Source: an optimization exercise on an open RTL-to-GDS flow (aim: small area, a short achievable clock period and few clock cycles per item). Production flows keep margins and buffers that such runs may drop. Only simulation tests tie the RTL to the original design; equivalence was not proved. Power figures rest on the tool's default switching activity, not on a simulated workload.

==> flow/design.v <==
`timescale 1ns / 1ps
module axilite_s_v(
    input  wire         s_axi_aclk,
    input  wire         s_axi_aresetn,
    input  wire         s_axi_awvalid,
    output reg          s_axi_awready,
    input  wire [31: 0] s_axi_awaddr,
    input  wire         s_axi_wvalid,
    output reg          s_axi_wready,
    input  wire [31: 0] s_axi_wdata,
    output reg          s_axi_bvalid,
    input  wire         s_axi_bready,
    output reg  [1: 0]  s_axi_bresp,
    output reg          s_axi_arready,
    input  wire         s_axi_arvalid,
    input  wire [31: 0] s_axi_araddr,
    output reg          s_axi_rvalid,
    input  wire         s_axi_rready,
    output reg [31: 0]  s_axi_rdata,
    output reg  [1: 0]  s_axi_rresp
);
localparam NP = 7;                
wire rst = ~s_axi_aresetn;
reg  [2:0] t;                     
reg  [2:0] t_n;                   
reg  [2:0] clr_cnt;               
reg        clearing;              
wire [2:0] clr_next = rst ? 3'd4 : (clearing ? clr_cnt - 3'd1 : 3'd0);
wire       busy_next = (clr_next != 3'd0);
always @(posedge s_axi_aclk) begin
    t       <= rst ? 3'd0 : t_n;
    t_n     <= rst ? 3'd1 : t_n + 3'd1;
    clr_cnt <= clr_next;
    clearing <= busy_next;
end
reg        awb_v;                 
reg  [6:0] awb_a;
reg        awb_oob;
reg        wb_v;                  
reg [31:0] wb_d;
reg        b1_v;                  
reg        b1_err;
reg        b_err;                 
reg  [NP-1:0] pv;                 
reg     [6:0] pa [0:NP-1];
reg    [31:0] pd [0:NP-1];
wire aw_hs  = s_axi_awvalid & s_axi_awready;
wire w_hs   = s_axi_wvalid  & s_axi_wready;
wire aw_oob = |s_axi_awaddr[31:7];
wire        p_oob = awb_v ? awb_oob : aw_oob;
wire        b_new = b1_v ? b1_err : p_oob;
wire  [6:0] p_a   = awb_v ? awb_a   : s_axi_awaddr[6:0];
wire [31:0] p_d   = wb_v  ? wb_d    : s_axi_wdata;
reg  [NP-1:0] hit;
reg  [NP-1:0] ins;
reg           free_seen;
integer e;
always @* begin
    for (e = 0; e < NP; e = e + 1)
        hit[e] = pv[e] & (pa[e] == p_a);
    free_seen = 1'b0;
    for (e = 0; e < NP; e = e + 1) begin
        ins[e] = ~pv[e] & ~free_seen;
        free_seen = free_seen | ~pv[e];
    end
end
reg  [NP-1:0] ca, cb;
reg    [15:0] ra, rb;
reg  [31:0] ca_d, cb_d;
always @* begin
    ca_d = 32'd0;
    cb_d = 32'd0;
    for (e = 0; e < NP; e = e + 1) begin
        ca_d = ca_d | ({32{ca[e]}} & pd[e]);
        cb_d = cb_d | ({32{cb[e]}} & pd[e]);
    end
end
wire have_aw = awb_v | aw_hs;
wire have_w  = wb_v  | w_hs;
wire b_pop   = s_axi_bvalid & s_axi_bready;
wire b_load  = ~s_axi_bvalid | b_pop;
wire b_room  = ~b1_v;             
wire pair    = have_aw & have_w & b_room & free_seen;
wire p_ins   = pair & ~p_oob;
wire [NP-1:0] pv_n = (pv & ~ca & ~cb & ~({NP{p_ins}} & hit)) | ({NP{p_ins}} & ins);
wire [NP-1:0] pv_k = pv;
reg  [NP-1:0] ca_n, cb_n;
reg    [15:0] ra_n, rb_n;
reg           sa, sb;
always @* begin
    sa = 1'b0;
    sb = 1'b0;
    ra_n = 16'd0;
    rb_n = 16'd0;
    for (e = 0; e < NP; e = e + 1) begin
        ca_n[e] = pv_k[e] & (pa[e][2:0] == ~t_n) & ~sa;
        cb_n[e] = pv_k[e] & (pa[e][2:0] == (~t_n ^ 3'd4)) & ~sb;
        sa = sa | ca_n[e];
        sb = sb | cb_n[e];
        ra_n = ra_n | ({16{ca_n[e]}} & (16'd1 << pa[e][6:3]));
        rb_n = rb_n | ({16{cb_n[e]}} & (16'd1 << pa[e][6:3]));
    end
end
always @(posedge s_axi_aclk) begin
    if (rst) begin
        awb_v <= 1'b0;
        wb_v  <= 1'b0;
        s_axi_bvalid <= 1'b0;
        b1_v  <= 1'b0;
        s_axi_awready <= 1'b0;
        s_axi_wready  <= 1'b0;
        pv    <= {NP{1'b0}};
    end else begin
        awb_v <= have_aw & ~pair;
        wb_v  <= have_w  & ~pair;
        s_axi_awready <= ~(have_aw & ~pair) & ~busy_next;
        s_axi_wready  <= ~(have_w  & ~pair) & ~busy_next;
        if (~s_axi_bvalid | b_pop) begin
            if (b1_v) begin
                s_axi_bvalid <= 1'b1;
                b1_v <= pair;
            end else begin
                s_axi_bvalid <= pair;
            end
        end else if (pair) begin
            b1_v <= 1'b1;
        end
        pv <= pv_n;
    end
    ca <= ca_n;
    cb <= cb_n;
    ra <= ra_n;
    rb <= rb_n;
    if (aw_hs) begin
        awb_a   <= s_axi_awaddr[6:0];
        awb_oob <= aw_oob;
    end
    if (w_hs) wb_d <= s_axi_wdata;
    if (b_load) b_err <= b_new;
    s_axi_bresp <= {2{b_load ? (b_new & (b1_v | pair)) : b_err}};
    if (pair) b1_err <= p_oob;
end
genvar g;
generate
    for (g = 0; g < NP; g = g + 1) begin : pend
        always @(posedge s_axi_aclk)
            if (pair & ins[g]) begin
                pa[g] <= p_a;
                pd[g] <= p_d;
            end
    end
endgenerate
reg  [4095:0] mem;
wire   [31:0] bus_a = clearing ? 32'd0 : ca_d;
wire   [31:0] bus_b = clearing ? 32'd0 : cb_d;
generate
    for (g = 0; g < 16; g = g + 1) begin : ring
        always @(posedge s_axi_aclk) begin
            mem[(g*8+1)*32 +: 32] <= mem[(g*8+0)*32 +: 32];
            mem[(g*8+2)*32 +: 32] <= mem[(g*8+1)*32 +: 32];
            mem[(g*8+3)*32 +: 32] <= mem[(g*8+2)*32 +: 32];
            mem[(g*8+5)*32 +: 32] <= mem[(g*8+4)*32 +: 32];
            mem[(g*8+6)*32 +: 32] <= mem[(g*8+5)*32 +: 32];
            mem[(g*8+7)*32 +: 32] <= mem[(g*8+6)*32 +: 32];
            if (clearing | ra[g])
                mem[(g*8+0)*32 +: 32] <= bus_a;
            else
                mem[(g*8+0)*32 +: 32] <= mem[(g*8+7)*32 +: 32];
            if (clearing | rb[g])
                mem[(g*8+4)*32 +: 32] <= bus_b;
            else
                mem[(g*8+4)*32 +: 32] <= mem[(g*8+3)*32 +: 32];
        end
    end
endgenerate
reg        q0_v, q1_v;            
reg  [15:0] q0_ring;              
reg  [31:0] q0_slot;              
reg  [31:0] q0_fwd;               
reg  [6:0] q1_a;
reg        q0_oob, q1_oob;
reg [31:0] r_hold;                
reg        r_err;                 
wire ar_hs  = s_axi_arvalid & s_axi_arready;
wire ar_oob = |s_axi_araddr[31:7];
wire r_take = q0_v & (~s_axi_rvalid | s_axi_rready);
wire q0_load = r_take | ~q0_v;
wire r_keep  = s_axi_rvalid & ~s_axi_rready;
wire  [6:0] nq_a   = q1_v ? q1_a   : s_axi_araddr[6:0];
wire        nq_oob = q1_v ? q1_oob : ar_oob;
wire  [2:0] nq_s   = nq_a[2:0] + t + 3'd1;
wire  [7:0] nq_slot = 8'd1 << nq_s;
reg  [31:0] nq_fwd;
reg         nq_hit;
integer k;
always @* begin
    nq_fwd = 32'd0;
    nq_hit = 1'b0;
    for (e = 0; e < NP; e = e + 1) begin
        nq_fwd = nq_fwd | ({32{pv[e] & (pa[e] == nq_a)}} & pd[e]);
        nq_hit = nq_hit | (pv[e] & (pa[e] == nq_a));
    end
end
wire [15:0] nq_ring = {15'd0, ~nq_oob & ~nq_hit} << nq_a[6:3];
reg [31:0] ring_q [0:15];
reg [31:0] rd_word;
always @* begin
    for (k = 0; k < 16; k = k + 1) begin
        ring_q[k] = 32'd0;
        for (e = 0; e < 8; e = e + 1)
            ring_q[k] = ring_q[k] | ({32{q0_slot[(k/4)*8 + e]}} & mem[(k*8+e)*32 +: 32]);
    end
    rd_word = q0_fwd;
    for (k = 0; k < 16; k = k + 1)
        rd_word = rd_word | ({32{q0_ring[k]}} & ring_q[k]);
end
always @(posedge s_axi_aclk) begin
    if (rst) begin
        q0_v <= 1'b0;
        q1_v <= 1'b0;
        s_axi_rvalid  <= 1'b0;
        s_axi_arready <= 1'b0;
    end else begin
        if (r_take)
            s_axi_rvalid <= 1'b1;
        else if (s_axi_rready)
            s_axi_rvalid <= 1'b0;
        if (r_take) begin
            q0_v <= q1_v | ar_hs;
            q1_v <= q1_v & ar_hs;
        end else begin
            q0_v <= q0_v | ar_hs;
            q1_v <= q1_v | (q0_v & ar_hs);
        end
        s_axi_arready <= (r_take ? ~(q1_v & ar_hs) : ~(q1_v | (q0_v & ar_hs))) & ~busy_next;
    end
    if (r_take) begin
        r_hold <= rd_word;
        r_err  <= q0_oob;
    end
    s_axi_rdata <= r_take ? rd_word : (r_hold & {32{r_keep}});
    s_axi_rresp <= {2{r_take ? q0_oob : (r_err & r_keep)}};
    if (q0_load) begin
        q0_ring <= nq_ring; q0_slot <= {4{nq_slot}};
        q0_oob <= nq_oob; q0_fwd <= (nq_hit & ~nq_oob) ? nq_fwd : 32'd0;
    end else begin
        for (k = 0; k < 4; k = k + 1)
            q0_slot[k*8 +: 8] <= {q0_slot[k*8 +: 7], q0_slot[k*8 + 7]};
    end
    if (ar_hs & (r_take ? q1_v : q0_v)) begin
        q1_a <= s_axi_araddr[6:0]; q1_oob <= ar_oob;
    end
end
endmodule
Settings: LEC_CHECK=0, CAP_MARGIN=20, CORE_MARGIN=2, CORE_UTILIZATION=35, CTS_CLUSTER_DIAMETER=70, CTS_CLUSTER_SIZE=24, PLACE_DENSITY=0.45, SETUP_SLACK_MARGIN=2.35, SLEW_MARGIN=20, SYNTH_MEMORY_MAX_BITS=8192; clock period 5.0 ns.
run.sh (not shown) runs the stock make flow with config.mk's settings and CLKGATE_MAP_FILE= SYNTH_SCRIPT=/design/flow/synth_recipe.tcl, a recipe that flattens the netlist after the stock synthesis.
Testbench counts at the start, summed over its fixed seeds: cycles 9,393, items 16,000.
==> next run, changes <==
--- a/flow/design.v
+++ b/flow/design.v
@@ -21,20 +21,19 @@
 );
 localparam NP = 7;                
 wire rst = ~s_axi_aresetn;
 reg  [2:0] t;                     
 reg  [2:0] t_n;                   
 reg  [2:0] clr_cnt;               
-reg        clearing;              
+wire       clearing = (clr_cnt != 3'd0);
 wire [2:0] clr_next = rst ? 3'd4 : (clearing ? clr_cnt - 3'd1 : 3'd0);
 wire       busy_next = (clr_next != 3'd0);
 always @(posedge s_axi_aclk) begin
     t       <= rst ? 3'd0 : t_n;
     t_n     <= rst ? 3'd1 : t_n + 3'd1;
     clr_cnt <= clr_next;
-    clearing <= busy_next;
 end
 reg        awb_v;                 
 reg  [6:0] awb_a;
 reg        awb_oob;
 reg        wb_v;                  
 reg [31:0] wb_d;
@@ -107,12 +106,16 @@
         wb_v  <= 1'b0;
         s_axi_bvalid <= 1'b0;
         b1_v  <= 1'b0;
         s_axi_awready <= 1'b0;
         s_axi_wready  <= 1'b0;
         pv    <= {NP{1'b0}};
+        ca    <= {NP{1'b0}};
+        cb    <= {NP{1'b0}};
+        ra    <= 16'd0;
+        rb    <= 16'd0;
     end else begin
         awb_v <= have_aw & ~pair;
         wb_v  <= have_w  & ~pair;
         s_axi_awready <= ~(have_aw & ~pair) & ~busy_next;
         s_axi_wready  <= ~(have_w  & ~pair) & ~busy_next;
         if (~s_axi_bvalid | b_pop) begin
@@ -123,17 +126,17 @@
                 s_axi_bvalid <= pair;
             end
         end else if (pair) begin
             b1_v <= 1'b1;
         end
         pv <= pv_n;
-    end
-    ca <= ca_n;
-    cb <= cb_n;
-    ra <= ra_n;
-    rb <= rb_n;
+        ca <= ca_n;
+        cb <= cb_n;
+        ra <= ra_n;
+        rb <= rb_n;
+    end
     if (aw_hs) begin
         awb_a   <= s_axi_awaddr[6:0];
         awb_oob <= aw_oob;
     end
     if (w_hs) wb_d <= s_axi_wdata;
     if (b_load) b_err <= b_new;
@@ -183,14 +186,14 @@
 reg        r_err;                 
 wire ar_hs  = s_axi_arvalid & s_axi_arready;
 wire ar_oob = |s_axi_araddr[31:7];
 wire r_take = q0_v & (~s_axi_rvalid | s_axi_rready);
 wire q0_load = r_take | ~q0_v;
 wire r_keep  = s_axi_rvalid & ~s_axi_rready;
-wire  [6:0] nq_a   = q1_v ? q1_a   : s_axi_araddr[6:0];
-wire        nq_oob = q1_v ? q1_oob : ar_oob;
+wire  [6:0] nq_a   = (r_take & q1_v) ? q1_a   : s_axi_araddr[6:0];
+wire        nq_oob = (r_take & q1_v) ? q1_oob : ar_oob;
 wire  [2:0] nq_s   = nq_a[2:0] + t + 3'd1;
 wire  [7:0] nq_slot = 8'd1 << nq_s;
 reg  [31:0] nq_fwd;
 reg         nq_hit;
 integer k;
 always @* begin
Effect: Critical path depth rises by 4; final area went up by 2.5%; via count rose by 2.6%; setup slack gets worse by 300 ps; total power shrinks by 3.6%; hold slack improves by 24 ps; count of clock-buffer cells in the layout rose by 16; synthesized cell count went up by 1.9%.
Testbench counts after the change, summed over its fixed seeds: cycles 9,393, items 16,000.

separate check: timing with driven ports:
The flow's constraints put no driver on any port. The routed layouts listed below were extracted and timed again, unchanged, in two steps. Step 1 sets driving cells, clkbuf_16 on the clock port and buf_2 on the other inputs (assumed; they add their load-dependent delay and slew). Step 2 also shifts input and output timing later by t, the mid clock arrival at the registers, as if the neighbouring blocks saw the same clock. Three values: ideal ports, drivers, drivers and shift; two values: the first two.
run | t (ns) | setup WS [ns] | hold slack, ns | worst setup path at the end
the first run | 1.095 | 2.260 / 2.219 / 1.375 | 0.291 / 0.291 / 0.291 | input to register
the second run | 1.065 | 1.956 / 1.956 / 1.038 | 0.315 / 0.291 / 0.315 | input to register
After both steps setup and hold are still met in every run listed. For the second run, which loses most, drivers alone change the setup slack by 0.000 ns; drivers and shift together by -0.918 ns.
